This design comes from an exercise in tuning for small area on the open sky130 flow, not from production work. The RTL was checked by simulation tests, not by an equivalence proof against the original design. The flow treats the clock pin as an ideal source. Dropping or thinning the clock tree relies on that and would not hold on a real chip.

the previous run:
==> flow/design.v <==
module key_xd(
    input        clk,
    input        rst_n,
    input  [2:0] key_in,
    output [2:0] key_vld
);
reg  [2:0] key_in_ff0;
reg  [2:0] key_in_ff1;
reg  [9:0] cnt;
reg        flag_add;
wire       released = &key_in_ff1;
wire       add_cnt  = !flag_add && !released;
wire [9:0] cnt_nxt  = {cnt[8:0], cnt[9] ^ cnt[2]};
wire       end_cnt  = add_cnt && ~|{cnt[8:4], cnt[2:0]};
always @(posedge clk or negedge rst_n) begin
    if (!rst_n) begin
        key_in_ff0 <= 3'b111;
        key_in_ff1 <= 3'b111;
    end else begin
        key_in_ff0 <= key_in;
        key_in_ff1 <= key_in_ff0;
    end
end
always @(posedge clk or negedge rst_n) begin
    if (!rst_n)
        cnt <= 10'd9;
    else if (add_cnt)
        cnt <= {cnt_nxt[9:3], end_cnt ? ~key_in_ff1 : cnt_nxt[2:0]};
    else
        cnt <= {7'd1, 2'd0, released};    
end
always @(posedge clk or negedge rst_n) begin
    if (!rst_n)
        flag_add <= 1'b0;
    else if (end_cnt)
        flag_add <= 1'b1;
    else if (released)
        flag_add <= 1'b0;
end
assign key_vld = flag_add ? cnt[2:0] : 3'b000;
endmodule
module key_xd_seg(
    input            clk,
    input            rst_n,
    output reg [7:0] seg_sel,
    output reg [6:0] segment,
    input      [2:0] key
);
wire [2:0] key_out;
key_xd key_xd(.clk(clk), .rst_n(rst_n), .key_in(key), .key_vld(key_out));
reg  [9:0]  q0;
reg  [2:0]  q1;
wire        q0_c   = ~|{q0[8:4], q0[2:0]};   
wire [9:0]  q0_l   = {q0[8:0], q0[9] ^ q0[2]};
always @(posedge clk or negedge rst_n) begin
    if (!rst_n) begin
        q0 <= 10'd9;
        q1 <= 3'd0;
    end else begin
        q0 <= {q0_l[9:5], q0_l[4] & ~q0_c, q0_l[3] | q0_c, q0_l[2:0]};
        q1 <= q1 + {2'd0, q0_c};
    end
end
reg       key_set1;
reg [2:0] key_set2;       
reg       key_set3;
always @(posedge clk or negedge rst_n) begin
    if (!rst_n) begin
        key_set1 <= 1'b0;
        key_set2 <= 3'd5;
        key_set3 <= 1'b0;
    end else begin
        key_set1 <= key_set1 ^ key_out[0];
        key_set3 <= key_out[2];
        if (key_set1) begin
            if (key_set2[2] & key_set2[1])       
                key_set2 <= 3'd5;
            else if (key_out[1])
                key_set2 <= key_set2 - 3'd1;
        end
    end
end
wire set_inc = key_set1 & key_set3;
reg  [9:0] rr;            
reg  [5:0] s_hi;          
reg  [4:0] b_hi;          
reg        flash;
wire       rr_j   = ~|{rr[8:4], rr[2:0]};                  
wire [9:0] rr_l   = {rr[8:0], rr[9] ^ rr[2]};
wire       r_wrap = ~key_set1 & ~rr[0] & ~rr[1] & rr[2] & ~rr[3] & ~rr[4]
                  & ~rr[5] & ~rr[6] & ~rr[7] & rr[9];        
wire       tick   = r_wrap && s_hi[5] && s_hi[4] && s_hi[0];    
wire       b_wrap = key_set1 && rr == q0;                    
wire       b_end  = b_hi[4] & b_hi[1] & b_hi[0];              
always @(posedge clk or negedge rst_n) begin
    if (!rst_n) begin
        rr    <= 10'd520;
        s_hi  <= 6'd0;
        b_hi  <= 5'd0;
        flash <= 1'b0;
    end else begin
        if (!key_set1)
            rr <= {rr_l[9:5], rr_l[4] & ~rr_j, rr_l[3] | rr_j, rr_l[2:0]};
        if (r_wrap)
            s_hi <= tick ? 6'd0 : s_hi + 6'd1;
        if (b_wrap) begin
            b_hi  <= b_end ? 5'd0 : b_hi + 5'd1;
            flash <= flash ^ b_end;
        end
    end
end
reg [3:0] sec1;
reg [2:0] sec2;
reg [3:0] min1;
reg [2:0] min2;
reg [1:0] hou1;
reg [1:0] hou2;
wire sel0 = key_set2 == 3'd0;
wire sel1 = key_set2 == 3'd1;
wire sel2 = key_set2[1] & ~key_set2[0];             
wire sel3 = key_set2 == 3'd3;
wire sel4 = key_set2 == 3'd4;
wire sel5 = key_set2 == 3'd5;
wire a_s1 = tick || (set_inc && sel5);
wire e_s1 = a_s1 && sec1[3] && sec1[0];             
wire a_s2 = e_s1 || (set_inc && sel4);
wire e_s2 = a_s2 && sec2[2] && sec2[0];             
wire a_m1 = e_s2 || (set_inc && sel3);
wire e_m1 = a_m1 && min1[3] && min1[0];             
wire a_m2 = e_m1 || (set_inc && sel2);
wire e_m2 = a_m2 && min2[2] && min2[0];             
wire a_h1 = e_m2 || (set_inc && sel1);
wire e_h1 = a_h1 && hou2[1] && hou1[1] && hou1[0];  
wire a_h2 = e_h1 || (set_inc && sel0);
wire [3:0] sec1_n = {sec1[3] ^ (sec1[0] & (sec1[3] | (sec1[2] & sec1[1]))), sec1[2] ^ (sec1[1] & sec1[0]),
                     ~sec1[3] & (sec1[1] ^ sec1[0]), ~sec1[0]};
wire [3:0] min1_n = {min1[3] ^ (min1[0] & (min1[3] | (min1[2] & min1[1]))), min1[2] ^ (min1[1] & min1[0]),
                     ~min1[3] & (min1[1] ^ min1[0]), ~min1[0]};
wire [2:0] sec2_n = {sec2[2] ^ (sec2[0] & (sec2[2] | sec2[1])), ~sec2[2] & (sec2[1] ^ sec2[0]), ~sec2[0]};
wire [2:0] min2_n = {min2[2] ^ (min2[0] & (min2[2] | min2[1])), ~min2[2] & (min2[1] ^ min2[0]), ~min2[0]};
always @(posedge clk or negedge rst_n) begin
    if (!rst_n) begin
        sec1 <= 4'd0; sec2 <= 3'd0;
        min1 <= 4'd0; min2 <= 3'd0;
        hou1 <= 2'd3; hou2 <= 2'd2;
    end else begin
        if (a_s1) sec1 <= sec1_n;
        if (a_s2) sec2 <= sec2_n;
        if (a_m1) min1 <= min1_n;
        if (a_m2) min2 <= min2_n;
        if (a_h1) hou1 <= hou1 + 2'd1;               
        if (a_h2) hou2 <= {hou2[0], ~hou2[1] & ~hou2[0]};   
    end
end
reg [3:0] digit;
always @(*) begin
    case (q1)
    3'd0: digit = {2'd0, hou2};
    3'd1: digit = {2'd0, hou1};
    3'd2: digit = {1'd0, min2};
    3'd3: digit = min1;
    3'd4: digit = {1'd0, sec2};
    3'd5: digit = sec1;
    default: digit = 4'd0;
    endcase
end
wire blank = flash && !(key_set2[2] & key_set2[1]) && key_set2 == q1;
wire [3:0] s = digit | {4{blank}};    
wire [6:0] seg;
assign seg[0] = (~s[3] & ~s[2] & ~s[1]) | (s[2] & s[1] & s[0]);
assign seg[1] = (~s[3] & ~s[2] & s[0]) | (~s[2] & s[1]) | (s[1] & s[0]);
assign seg[2] = (s[2] & ~s[1]) | s[0];
assign seg[3] = (~s[3] & ~s[2] & ~s[1] & s[0]) | (s[2] & ~s[1] & ~s[0]) | (s[2] & s[1] & s[0]);
assign seg[4] = (s[3] & s[2]) | (~s[2] & s[1] & ~s[0]);
assign seg[5] = s[2] & ~(~s[3] & s[1] & s[0]) & (s[1] | s[0]);
assign seg[6] = (~s[3] & ~s[2] & ~s[1] & s[0]) | (s[3] & s[2]) | (s[2] & ~s[1] & ~s[0]);
always @(posedge clk or negedge rst_n) begin
    if (!rst_n) begin
        seg_sel <= 8'hff;
        segment <= 7'h01;
    end else begin
        seg_sel <= ~(8'd1 << q1);
        segment <= seg;
    end
end
endmodule
clock: 10.0 ns
lec_check: 0
cap_margin: 20
core_margin: 2
core_utilization: 70
place_density: 0.85
slew_margin: 20
standard.sh (not shown) runs the stock make flow with config.mk's settings and CLKGATE_MAP_FILE= SYNTH_SCRIPT=/design/flow/synth_recipe.tcl, a recipe that flattens the netlist after the stock synthesis.
==> flow/flow/run.sh <==
#!/bin/bash
# Own layout flow: the standard flow (standard.sh), with
#  - synthesis: the standard flow's script, but ABC maps with an area-oriented script
#    (flow/area.abc) and the half/full-adder extraction is skipped;
#  - port buffers of the smallest buffer (buf_1);
#  - a one-level clock tree (flow/cts_manual.tcl) instead of TritonCTS.
# Every tool's output is in orfs/logs/ and flow_make.log in the work folder.
set -euo pipefail
W=$PWD
F=$W/flow
cat > $W/my_synth.tcl <<EOT
proc extract_fa {args} { puts "extract_fa skipped" }
proc abc {args} {
  set out {}
  set skip 0
  foreach a \$args {
    if {\$skip} { lappend out $F/area.abc; set skip 0; continue }
    if {\$a eq "-script"} { set skip 1 }
    lappend out \$a
  }
  yosys abc {*}\$out
}
source $W/synth_recipe.tcl
EOT
sed "s#SYNTH_SCRIPT=[^ ]*#SYNTH_SCRIPT=$W/my_synth.tcl#" $W/standard.sh > $W/my_standard.sh
grep -q "my_synth.tcl" $W/my_standard.sh
export CTS_LEAVES=${CTS_LEAVES:-4}
export CTS_LEAF_CELL=${CTS_LEAF_CELL:-sky130_fd_sc_hd__buf_8}
bash $W/my_standard.sh \
  BUFFER_PORTS_ARGS="-buffer_cell sky130_fd_sc_hd__buf_1" \
  PRE_CTS_TCL=$F/cts_manual.tcl \
  finish > $W/flow_make.log 2>&1
Other scripts of this flow, unchanged in this note and not shown: flow/flow/area.abc, flow/flow/cts_manual.tcl
> inputs changed (the previous run -> the current run)
-- flow/design.v --
<<< the previous run, line 41
endmodule
module key_xd_seg(
    input            clk,
    input            rst_n,
    output reg [7:0] seg_sel,
    output reg [6:0] segment,
    input      [2:0] key
);
wire [2:0] key_out;
>>> the current run, line 41
endmodule
module key_xd_seg(
    input        clk,
    input        rst_n,
    output [7:0] seg_sel,
    output [6:0] segment,
    input  [2:0] key
);
wire [2:0] key_out;
<<< the previous run, line 51
reg  [9:0]  q0;
reg  [2:0]  q1;
wire        q0_c   = ~|{q0[8:4], q0[2:0]};   
wire [9:0]  q0_l   = {q0[8:0], q0[9] ^ q0[2]};
always @(posedge clk or negedge rst_n) begin
    if (!rst_n) begin
        q0 <= 10'd9;
        q1 <= 3'd0;
    end else begin
        q0 <= {q0_l[9:5], q0_l[4] & ~q0_c, q0_l[3] | q0_c, q0_l[2:0]};
        q1 <= q1 + {2'd0, q0_c};
    end
end
>>> the current run, line 51
reg  [9:0]  q0;
reg  [2:0]  q1;
wire        q0_z   = ~|{q0[8:4], q0[1:0]};
wire        q0_c   = q0_z & ~q0[2];       
wire        scan_on = ~(q0_z & ~q0[3]);   
wire [9:0]  q0_l   = {q0[8:0], q0[9] ^ q0[2]};
wire [2:0]  q1_n   = q1 + {2'd0, q0_c};
always @(posedge clk or negedge rst_n) begin
    if (!rst_n) begin
        q0 <= 10'd4;
        q1 <= 3'd0;
    end else begin
        q0 <= {q0_l[9:5], q0_l[4] & ~q0_c, q0_l[3] | q0_c, q0_l[2:0]};
        q1 <= q1_n;
    end
end
<<< the previous run, line 88
wire       rr_j   = ~|{rr[8:4], rr[2:0]};                  
wire [9:0] rr_l   = {rr[8:0], rr[9] ^ rr[2]};
wire       r_wrap = ~key_set1 & ~rr[0] & ~rr[1] & rr[2] & ~rr[3] & ~rr[4]
                  & ~rr[5] & ~rr[6] & ~rr[7] & rr[9];        
wire       tick   = r_wrap && s_hi[5] && s_hi[4] && s_hi[0];    
wire       b_wrap = key_set1 && rr == q0;                    
>>> the current run, line 91
wire       rr_j   = ~|{rr[8:4], rr[2:0]};                  
wire [9:0] rr_l   = {rr[8:0], rr[9] ^ rr[2]};
wire       r_wrap = ~key_set1 & ~rr[0] & rr[1] & ~rr[2] & ~rr[3] & ~rr[4]
                  & ~rr[5] & ~rr[6] & rr[8] & ~rr[9];        
wire       tick   = r_wrap && s_hi[5] && s_hi[4] && s_hi[0];    
wire       b_wrap = key_set1 && rr == q0;                    
<<< the previous run, line 95
always @(posedge clk or negedge rst_n) begin
    if (!rst_n) begin
        rr    <= 10'd520;
        s_hi  <= 6'd0;
        b_hi  <= 5'd0;
>>> the current run, line 98
always @(posedge clk or negedge rst_n) begin
    if (!rst_n) begin
        rr    <= 10'd772;
        s_hi  <= 6'd0;
        b_hi  <= 5'd0;
<<< the previous run, line 155
reg [3:0] digit;
always @(*) begin
    case (q1)
    3'd0: digit = {2'd0, hou2};
    3'd1: digit = {2'd0, hou1};
>>> the current run, line 158
reg [3:0] digit;
always @(*) begin
    case (q1_n)
    3'd0: digit = {2'd0, hou2};
    3'd1: digit = {2'd0, hou1};
<<< the previous run, line 165
    endcase
end
wire blank = flash && !(key_set2[2] & key_set2[1]) && key_set2 == q1;
wire [3:0] s = digit | {4{blank}};    
wire [6:0] seg;
assign seg[0] = (~s[3] & ~s[2] & ~s[1]) | (s[2] & s[1] & s[0]);
assign seg[1] = (~s[3] & ~s[2] & s[0]) | (~s[2] & s[1]) | (s[1] & s[0]);
assign seg[2] = (s[2] & ~s[1]) | s[0];
assign seg[3] = (~s[3] & ~s[2] & ~s[1] & s[0]) | (s[2] & ~s[1] & ~s[0]) | (s[2] & s[1] & s[0]);
assign seg[4] = (s[3] & s[2]) | (~s[2] & s[1] & ~s[0]);
assign seg[5] = s[2] & ~(~s[3] & s[1] & s[0]) & (s[1] | s[0]);
assign seg[6] = (~s[3] & ~s[2] & ~s[1] & s[0]) | (s[3] & s[2]) | (s[2] & ~s[1] & ~s[0]);
always @(posedge clk or negedge rst_n) begin
    if (!rst_n) begin
        seg_sel <= 8'hff;
        segment <= 7'h01;
    end else begin
        seg_sel <= ~(8'd1 << q1);
        segment <= seg;
    end
end
endmodule
>>> the current run, line 168
    endcase
end
wire blank = flash && !(key_set2[2] & key_set2[1]) && key_set2 == q1_n;
reg [3:0] sel;
always @(posedge clk or negedge rst_n) begin
    if (!rst_n)
        sel <= 4'd0;
    else
        sel <= digit | {4{blank}};          
end
wire [3:0] s = sel;
assign segment[0] = (~s[3] & ~s[2] & ~s[1]) | (s[2] & s[1] & s[0]);
assign segment[1] = (~s[3] & ~s[2] & s[0]) | (~s[2] & s[1]) | (s[1] & s[0]);
assign segment[2] = (s[2] & ~s[1]) | s[0];
assign segment[3] = (~s[3] & ~s[2] & ~s[1] & s[0]) | (s[2] & ~s[1] & ~s[0]) | (s[2] & s[1] & s[0]);
assign segment[4] = (s[3] & s[2]) | (~s[2] & s[1] & ~s[0]);
assign segment[5] = s[2] & ~(~s[3] & s[1] & s[0]) & (s[1] | s[0]);
assign segment[6] = (~s[3] & ~s[2] & ~s[1] & s[0]) | (s[3] & s[2]) | (s[2] & ~s[1] & ~s[0]);
assign seg_sel = scan_on ? ~(8'd1 << q1) : 8'hff;
endmodule
--- outcome ---
Critical path depth was lower in the previous run than in the current run. The current run: worst endpoint data arrival time lower than the previous run. Between the current run and the previous run, it is the current run whose final worst-path setup slack is higher, by 0.28 ns. Looking at first-pass GRT wire length, the current run sits 210 um lower than the previous run does. Final period utilization was higher in the previous run than in the current run.
No run of this note takes its clock network from TritonCTS; it comes from the design's own scripts or RTL.

-- afterwards: timing with drivers on the ports --
The flow's constraints put no driver on any port. The routed layouts listed below were extracted and timed again, unchanged, in two steps. Step 1 (the two cells are an assumption about what drives the block):
set clk [get_ports {clk}]
set_driving_cell -lib_cell sky130_fd_sc_hd__clkbuf_16 $clk
set_driving_cell -lib_cell sky130_fd_sc_hd__buf_2 [delete_from_list [all_inputs] $clk]
Step 2, shift: input delay + t, output delay - t, t = (earliest + latest rising clock arrival at the registers) / 2. This alone moves slack from input paths to output paths. Three values: no drivers, after step 1, after step 2; two values: the first two.
run	shift t [ns]	setup slack, ns	worst setup path after step 2	latest minus earliest clock arrival (ns)	worst register clock-pin slew, ns
the previous run	0.212	5.484 / 5.484 / 5.484	register to register	0.017 / 0.017	0.12 / 0.12
the current run	0.196	5.760 / 5.760 / 5.760	register to register	0.014 / 0.013	0.10 / 0.10
After both steps every run listed still meets setup and hold.
